Source: an optimization exercise on an open RTL-to-GDS flow (aim: small area and a short achievable clock period). Production flows keep margins and buffers that such runs may drop. Only simulation tests tie the RTL to the original design; equivalence was not proved. Power is estimated from default activity; no workload was simulated.

== build 12 ==
==> flow/design.v <==
`timescale 1ns / 1ps
module DataPath16BitCpu_Clean(Clk,Reset,Restart,Ins,Mem_Out,PC,A,ALU_Out,B,MemWrite);
    input Clk;                           
    input Reset;                         
    input Restart;                       
    input [15:0] Ins;                    
    input [15:0] Mem_Out;                
    output [15:0] PC;                    
    output [15:0] A;                     
    output [15:0] ALU_Out;               
    output [15:0] B;                     
    output MemWrite;                     
    wire [3:0] op = Ins[15:12];
    wire [3:0] rs = Ins[11:8];
    wire [3:0] rt = Ins[7:4];
    wire [3:0] rd = Ins[3:0];
    wire is_lw  = (op == 4'd8);
    wire is_sw  = (op == 4'd10);
    wire is_bne = (op == 4'd14);
    wire is_jmp = (op == 4'd15);
    wire is_r   = (op == 4'd0) | (op == 4'd1) | (op == 4'd2) | (op == 4'd6) | (op == 4'd7);
    wire we     = is_r | is_lw;
    wire [3:0] wa = op[3] ? rt : rd;     
    assign MemWrite = is_sw;
    wire [15:0] C;                       
    wire [15:0] wsel;                    
    wire [15:0] V;                       
    wire [255:0] Rf;
    genvar i;
    generate
        for (i = 0; i < 16; i = i + 1) begin : dec
            assign wsel[i] = we & (wa == i);
        end
    endgenerate
    genvar j;
    generate
        for (j = 0; j < 16; j = j + 1) begin : rf
            reg [15:0] q;
            always @(posedge Clk)
                if (wsel[j]) q <= C;
            assign Rf[j*16 +: 16] = q;
        end
    endgenerate
    reg [15:0] Vr;
    always @(posedge Clk or negedge Reset)
        if (~Reset) Vr <= 16'd0;
        else Vr <= Vr | wsel;
    assign V = Vr;
    RdPort    rdA  (.a(rs), .V(V), .Rf(Rf), .y(A));
    RdPort    rdB  (.a(rt), .V(V), .Rf(Rf), .y(B));
    AddrGen   agen (.A(A), .off(Ins[3:0]), .y(ALU_Out));
    wire ne;
    ALU16     alu  (.op(op), .A(A), .B(B), .Mem_Out(Mem_Out), .C(C), .ne(ne));
    reg [15:0] PCr;
    wire [15:0] PC_Next;
    PCNext    pcn  (.PC(PCr), .Ins(Ins), .taken(is_bne & ne), .jmp(is_jmp), .nxt(PC_Next));
    always @(posedge Clk or negedge Restart)
        if (~Restart) PCr <= 16'd0;
        else PCr <= PC_Next;
    assign PC = PCr;
endmodule
module RdPort(a, V, Rf, y);
    input [3:0] a;
    input [15:0] V;
    input [255:0] Rf;
    output [15:0] y;
    wire [15:0] s;
    genvar b, k;
    generate
        for (k = 0; k < 16; k = k + 1) begin : dec
            assign s[k] = (a == k) & V[k];
        end
        for (b = 0; b < 16; b = b + 1) begin : bit_
            wire [5:0] p;
            for (k = 0; k < 5; k = k + 1) begin : grp
                assign p[k] = (s[3*k] & Rf[(3*k)*16 + b]) | (s[3*k+1] & Rf[(3*k+1)*16 + b])
                            | (s[3*k+2] & Rf[(3*k+2)*16 + b]);
            end
            assign p[5] = s[15] & Rf[15*16 + b];
            assign y[b] = (p[0] | p[1] | p[2]) | (p[3] | p[4] | p[5]);
        end
    endgenerate
endmodule
module AddrGen(A, off, y);
    input [15:0] A;
    input [3:0] off;
    output [15:0] y;
    wire [3:0] g = A[3:0] & off;
    wire [3:0] p = A[3:0] ^ off;
    wire c1 = g[0];
    wire c2 = g[1] | (p[1] & g[0]);
    wire c3 = g[2] | (p[2] & g[1]) | (p[2] & p[1] & g[0]);
    wire c4 = g[3] | (p[3] & g[2]) | (p[3] & p[2] & g[1]) | (p[3] & p[2] & p[1] & g[0]);
    wire [15:4] ones, zeros;             
    assign ones[4] = 1'b1;
    assign zeros[4] = 1'b1;
    genvar i;
    generate
        for (i = 5; i < 16; i = i + 1) begin : pfx
            assign ones[i]  = &A[i-1:4];
            assign zeros[i] = ~|A[i-1:4];
        end
    endgenerate
    wire [15:4] hi1 = off[3] ? A[15:4] : A[15:4] ^ ones;     
    wire [15:4] hi0 = off[3] ? A[15:4] ^ zeros : A[15:4];    
    assign y = {c4 ? hi1 : hi0, p ^ {c3, c2, c1, 1'b0}};
endmodule
module ALU16(op, A, B, Mem_Out, C, ne);
    input [3:0] op;
    input [15:0] A, B, Mem_Out;
    output [15:0] C;
    output ne;
    wire sub = op[2];                    
    wire [15:0] y = B ^ {16{sub}};
    wire [15:0] sum;
    Add16 add (.a(A), .b(y), .ci(sub), .s(sum), .ne(ne));   
    reg [15:0] res;
    always @(*)
        case (op[2:0])
            3'd0: res = A & B;
            3'd1: res = A | B;
            3'd7: res = {16{sum[15]}};
            default: res = sum;          
        endcase
    assign C = op[3] ? Mem_Out : res;    
endmodule
module PCNext(PC, Ins, taken, jmp, nxt);
    input [15:0] PC;
    input [15:0] Ins;
    input taken, jmp;
    output [15:0] nxt;
    wire [4:0] k = taken ? {Ins[3], Ins[3:0]} + 5'd1 : 5'd1;    
    assign nxt = jmp ? Ins : PC + {{11{k[4]}}, k};
endmodule
module Add16(a, b, ci, s, ne);
    input [15:0] a, b;
    input ci;
    output [15:0] s;
    output ne;                           
    assign s = a + b + {15'd0, ci};
    assign ne = ~&(a ^ b);
endmodule
==> flow/config.mk <==
export PLATFORM = sky130hd
export DESIGN_NAME = DataPath16BitCpu_Clean
export DESIGN_NICKNAME = DataPath16BitCpu_Clean
export VERILOG_FILES = /design/flow/design.v
export SDC_FILE = /design/flow/constraint.sdc
export NUM_CORES = 4
export LEC_CHECK = 0
export CAP_MARGIN = 20
export CORE_MARGIN = 2
export CORE_UTILIZATION = 40
export PLACE_DENSITY = 0.6
export SLEW_MARGIN = 20
==> flow/constraint.sdc <==
create_clock -name core_clock -period 14.0 [get_ports {Clk}]
set_input_delay 2.8000 -clock core_clock [delete_from_list [all_inputs] [get_ports {Clk}]]
set_output_delay 2.8000 -clock core_clock [all_outputs]
set_load 0.01 [all_outputs]
standard.sh (not shown) runs the stock make flow with config.mk's settings and CLKGATE_MAP_FILE= SYNTH_SCRIPT=/design/flow/synth_recipe.tcl, a recipe that flattens the netlist after the stock synthesis.
==> flow/flow/run.sh <==
#!/bin/bash
# Layout flow: the standard flow (standard.sh) with these changes:
#  - synthesis is the standard flow's synthesis script (flow/synth.tcl) with other ABC
#    mapping scripts: modules on the input-to-output paths (RdPort AddrGen Add16) are mapped
#    for delay (flow/fast.abc), the rest for area (flow/area.abc); the
#    half/full-adder extraction is off. Registers are unchanged.
#  - port buffers are plain buf_4 cells;
#  - setup repair aims for a slack margin of 5.5 ns.
# Each step's full output goes to its own log file here.
set -euo pipefail
F=$(pwd)/flow
MY_ABC_SCRIPT=$F/area.abc MY_ABC_FAST_SCRIPT=$F/fast.abc MY_ABC_FAST_MODULES="RdPort AddrGen Add16" \
  bash standard.sh SYNTH_SCRIPT=$F/synth.tcl ADDER_MAP_FILE= SYNTH_HIERARCHICAL=1 SYNTH_MINIMUM_KEEP_SIZE=0 synth > synth.log 2>&1
bash standard.sh "BUFFER_PORTS_ARGS=-buffer_cell sky130_fd_sc_hd__buf_4" SETUP_SLACK_MARGIN=5.5  "CTS_ARGS=-sink_clustering_enable -repair_clock_nets -dont_use_dummy_load -buf_list {sky130_fd_sc_hd__clkbuf_4 sky130_fd_sc_hd__clkbuf_8} -sink_clustering_size 20 -sink_clustering_max_diameter 50" "BUFFER_PORTS_ARGS=-buffer_cell sky130_fd_sc_hd__buf_2" finish > layout.log 2>&1
==> flow/flow/area.abc <==
strash; dc2; &get -n; &dch -f; &nf -R 1000; &put
==> flow/flow/fast.abc <==
&get -n; &st; &dch; &nf; &put
==> flow/flow/synth.tcl <==
# The standard flow's synthesis script (synth_recipe.tcl) with one change: the ABC mapping
# script. MY_ABC_SCRIPT replaces ORFS's script; with SYNTH_HIERARCHICAL 1, the
# modules named in MY_ABC_FAST_MODULES are mapped with MY_ABC_FAST_SCRIPT
# instead. Registers are not touched by ABC.
proc synth {args} { yosys synth -nofsm -noshare {*}$args }
proc abc {args} {
  set i [lsearch -exact $args -script]
  if { $i < 0 || ![info exists ::env(MY_ABC_SCRIPT)] } {
    yosys abc {*}$args
    return
  }
  set fast {}
  if { [info exists ::env(MY_ABC_FAST_MODULES)] } { set fast $::env(MY_ABC_FAST_MODULES) }
  if { [llength $fast] > 0 } {
    set fargs $args
    lset fargs [expr {$i + 1}] $::env(MY_ABC_FAST_SCRIPT)
    yosys abc {*}$fargs {*}$fast
    # the rest: ABC leaves the cells mapped above alone
    lset args [expr {$i + 1}] $::env(MY_ABC_SCRIPT)
    yosys abc {*}$args
  } else {
    lset args [expr {$i + 1}] $::env(MY_ABC_SCRIPT)
    yosys abc {*}$args
  }
}
source $::env(SCRIPTS_DIR)/synth.tcl
# left out here: clear keep_hierarchy, flatten, clean up, hide names made inside functions, write 1_2_yosys.v
Build 12 reached the end of the flow, and the finished layout is clean on the timing, DRC and antenna checks.
> inputs changed (build 12 -> build 33)
==> flow/flow/run.sh <==
#!/bin/bash
# Layout flow: the standard flow (standard.sh) with these changes:
#  - synthesis is the standard flow's synthesis script (flow/synth.tcl) with other ABC
#    mapping scripts: modules on the input-to-output paths (RdPort AddrGen) are mapped
#    for delay (flow/fast.abc), the rest for area (flow/area.abc); the
#    half/full-adder extraction is off. Registers are unchanged.
#  - port buffers are plain buf_4 cells;
#  - setup repair aims for a slack margin of 5 ns.
# Each step's full output goes to its own log file here.
set -euo pipefail
F=$(pwd)/flow
MY_ABC_SCRIPT=$F/area.abc MY_ABC_FAST_SCRIPT=$F/fast.abc MY_ABC_FAST_MODULES="RdPort AddrGen" \
  bash standard.sh SYNTH_SCRIPT=$F/synth.tcl ADDER_MAP_FILE= SYNTH_HIERARCHICAL=1 SYNTH_MINIMUM_KEEP_SIZE=0 synth > synth.log 2>&1
bash standard.sh "BUFFER_PORTS_ARGS=-buffer_cell sky130_fd_sc_hd__buf_4" SETUP_SLACK_MARGIN=5  "CTS_ARGS=-sink_clustering_enable -repair_clock_nets -dont_use_dummy_load -buf_list {sky130_fd_sc_hd__clkbuf_4 sky130_fd_sc_hd__clkbuf_8} -sink_clustering_size 20 -sink_clustering_max_diameter 50" "BUFFER_PORTS_ARGS=-buffer_cell sky130_fd_sc_hd__buf_1" finish > layout.log 2>&1
--- a/flow/config.mk
+++ b/flow/config.mk
@@ -9,4 +9,4 @@
 export CORE_MARGIN = 2
-export CORE_UTILIZATION = 40
-export PLACE_DENSITY = 0.6
+export CORE_UTILIZATION = 55
+export PLACE_DENSITY = 0.7
 export SLEW_MARGIN = 20
Findings:
The final hold slack of build 33 falls short of that of build 12 by 0.0075 ns. Summary of build 33 over build 12: ratio of final minimum period to clock period picked up an extra 2.2 points, worst setup timing slack at the placement stage lost 0.14 ns, number of routed nets with antenna violations neither gained nor lost much. Against build 12, build 33 comes in 7.1% lower on internal power consumption. Re post-synthesis compound-gate area fraction: build 33 is 0.60 points down on build 12. Build 12 and build 33 ended up with nearly the same clock insertion delay at the later pin of the skew report. Going from build 12 to build 33, the count of inserted antenna diode cells was found to have gone up by 1. Cell count: build 33 lower than build 12. Re effective utilization at floorplan: build 33 is 16 points up on build 12.
Relative to build 33, the following input files were edited for build 31:
==> flow/flow/run.sh <==
#!/bin/bash
# Layout flow: the standard flow (standard.sh) with these changes:
#  - synthesis is the standard flow's synthesis script (flow/synth.tcl) with other ABC
#    mapping scripts: modules on the input-to-output paths (RdPort AddrGen Add16) are mapped
#    for delay (flow/fast.abc), the rest for area (flow/area.abc); the
#    half/full-adder extraction is off. Registers are unchanged.
#  - port buffers are plain buf_4 cells;
#  - setup repair aims for a slack margin of 5 ns.
# Each step's full output goes to its own log file here.
set -euo pipefail
F=$(pwd)/flow
MY_ABC_SCRIPT=$F/area.abc MY_ABC_FAST_SCRIPT=$F/fast.abc MY_ABC_FAST_MODULES="RdPort AddrGen Add16" \
  bash standard.sh SYNTH_SCRIPT=$F/synth.tcl ADDER_MAP_FILE= SYNTH_HIERARCHICAL=1 SYNTH_MINIMUM_KEEP_SIZE=0 synth > synth.log 2>&1
bash standard.sh "BUFFER_PORTS_ARGS=-buffer_cell sky130_fd_sc_hd__buf_4" SETUP_SLACK_MARGIN=5  "CTS_ARGS=-sink_clustering_enable -repair_clock_nets -dont_use_dummy_load -buf_list {sky130_fd_sc_hd__clkbuf_4 sky130_fd_sc_hd__clkbuf_8} -sink_clustering_size 20 -sink_clustering_max_diameter 50" "BUFFER_PORTS_ARGS=-buffer_cell sky130_fd_sc_hd__buf_2" finish > layout.log 2>&1
--- a/flow/config.mk
+++ b/flow/config.mk
@@ -7,6 +7,6 @@
 export LEC_CHECK = 0
-export CAP_MARGIN = 20
+export CAP_MARGIN = 5
 export CORE_MARGIN = 2
-export CORE_UTILIZATION = 55
-export PLACE_DENSITY = 0.7
-export SLEW_MARGIN = 20
+export CORE_UTILIZATION = 40
+export PLACE_DENSITY = 0.6
+export SLEW_MARGIN = 5
### Flow results
Delta (build 31 minus build 33): maximum frequency from static timing analysis flat, register-to-register slack up 0.03 ns, met2 global-route usage down 9.9 points, global-route usage over all layers down 6.6 points.
Compared with build 33, build 31 shows a higher net switching fraction of the power.
### build 31 -> build 10
==> flow/flow/run.sh <==
#!/bin/bash
# Layout flow: the standard flow (standard.sh) with these changes:
#  - synthesis is the standard flow's synthesis script (flow/synth.tcl) with other ABC
#    mapping scripts: modules on the input-to-output paths (RdPort AddrGen) are mapped
#    for delay (flow/fast.abc), the rest for area (flow/area.abc); the
#    half/full-adder extraction is off. Registers are unchanged.
#  - port buffers are plain buf_4 cells;
#  - setup repair aims for a slack margin of 4.75 ns.
# Each step's full output goes to its own log file here.
set -euo pipefail
F=$(pwd)/flow
MY_ABC_SCRIPT=$F/area.abc MY_ABC_FAST_SCRIPT=$F/fast.abc MY_ABC_FAST_MODULES="RdPort AddrGen" \
  bash standard.sh SYNTH_SCRIPT=$F/synth.tcl ADDER_MAP_FILE= SYNTH_HIERARCHICAL=1 SYNTH_MINIMUM_KEEP_SIZE=0 synth > synth.log 2>&1
bash standard.sh "BUFFER_PORTS_ARGS=-buffer_cell sky130_fd_sc_hd__buf_4" SETUP_SLACK_MARGIN=4.75  "CTS_ARGS=-sink_clustering_enable -repair_clock_nets -dont_use_dummy_load -buf_list {sky130_fd_sc_hd__clkbuf_4 sky130_fd_sc_hd__clkbuf_8} -sink_clustering_size 20 -sink_clustering_max_diameter 50" "BUFFER_PORTS_ARGS=-buffer_cell sky130_fd_sc_hd__buf_2" finish > layout.log 2>&1
--- a/flow/config.mk
+++ b/flow/config.mk
@@ -7,6 +7,6 @@
 export LEC_CHECK = 0
-export CAP_MARGIN = 5
+export CAP_MARGIN = 20
 export CORE_MARGIN = 2
-export CORE_UTILIZATION = 40
-export PLACE_DENSITY = 0.6
-export SLEW_MARGIN = 5
+export CORE_UTILIZATION = 55
+export PLACE_DENSITY = 0.7
+export SLEW_MARGIN = 20
[summary]
- | global-route usage | higher: build 10 |
- Taking build 31 as the reference, in build 10 post-CTS clock slew at the launch and capture registers of the worst setup and hold paths stayed essentially flat; count of multi-input gates went down by 19.
- In build 10, synthesized-area fraction occupied by xor and xnor cells is lower than in build 31.

[afterwards: timing with drivers on the ports]
The results above use ideal ports. As a check the final layouts listed here were re-extracted and re-timed, cells and wires unchanged.
Step 1, drivers: a clkbuf_16 drives Clk and a buf_2 each remaining input, both assumed.
Step 2 also shifts input and output timing later by t, the mid clock arrival at the registers, as if the neighbouring blocks saw the same clock.
a / b / c = no drivers / after step 1 / after step 2; a / b = the first two.
run	t, ns	slack for setup (ns)	worst setup path at the end	clock arrival spread, ns	slew at the worst register clock pin (ns)
build 12	0.633	5.422 / 5.381 / 4.942	input to register	0.082 / 0.083	0.11 / 0.11
build 33	0.619	5.113 / 5.090 / 4.567	input to register	0.085 / 0.085	0.11 / 0.11
build 31	0.567	5.128 / 5.102 / 4.667	input to register	0.102 / 0.102	0.11 / 0.11
build 10	0.619	4.900 / 4.875 / 4.548	input to register	0.052 / 0.052	0.11 / 0.11
After both steps every run listed still meets setup and hold. For build 33, which loses most, drivers alone change the setup slack by -0.023 ns; drivers and shift together by -0.546 ns.
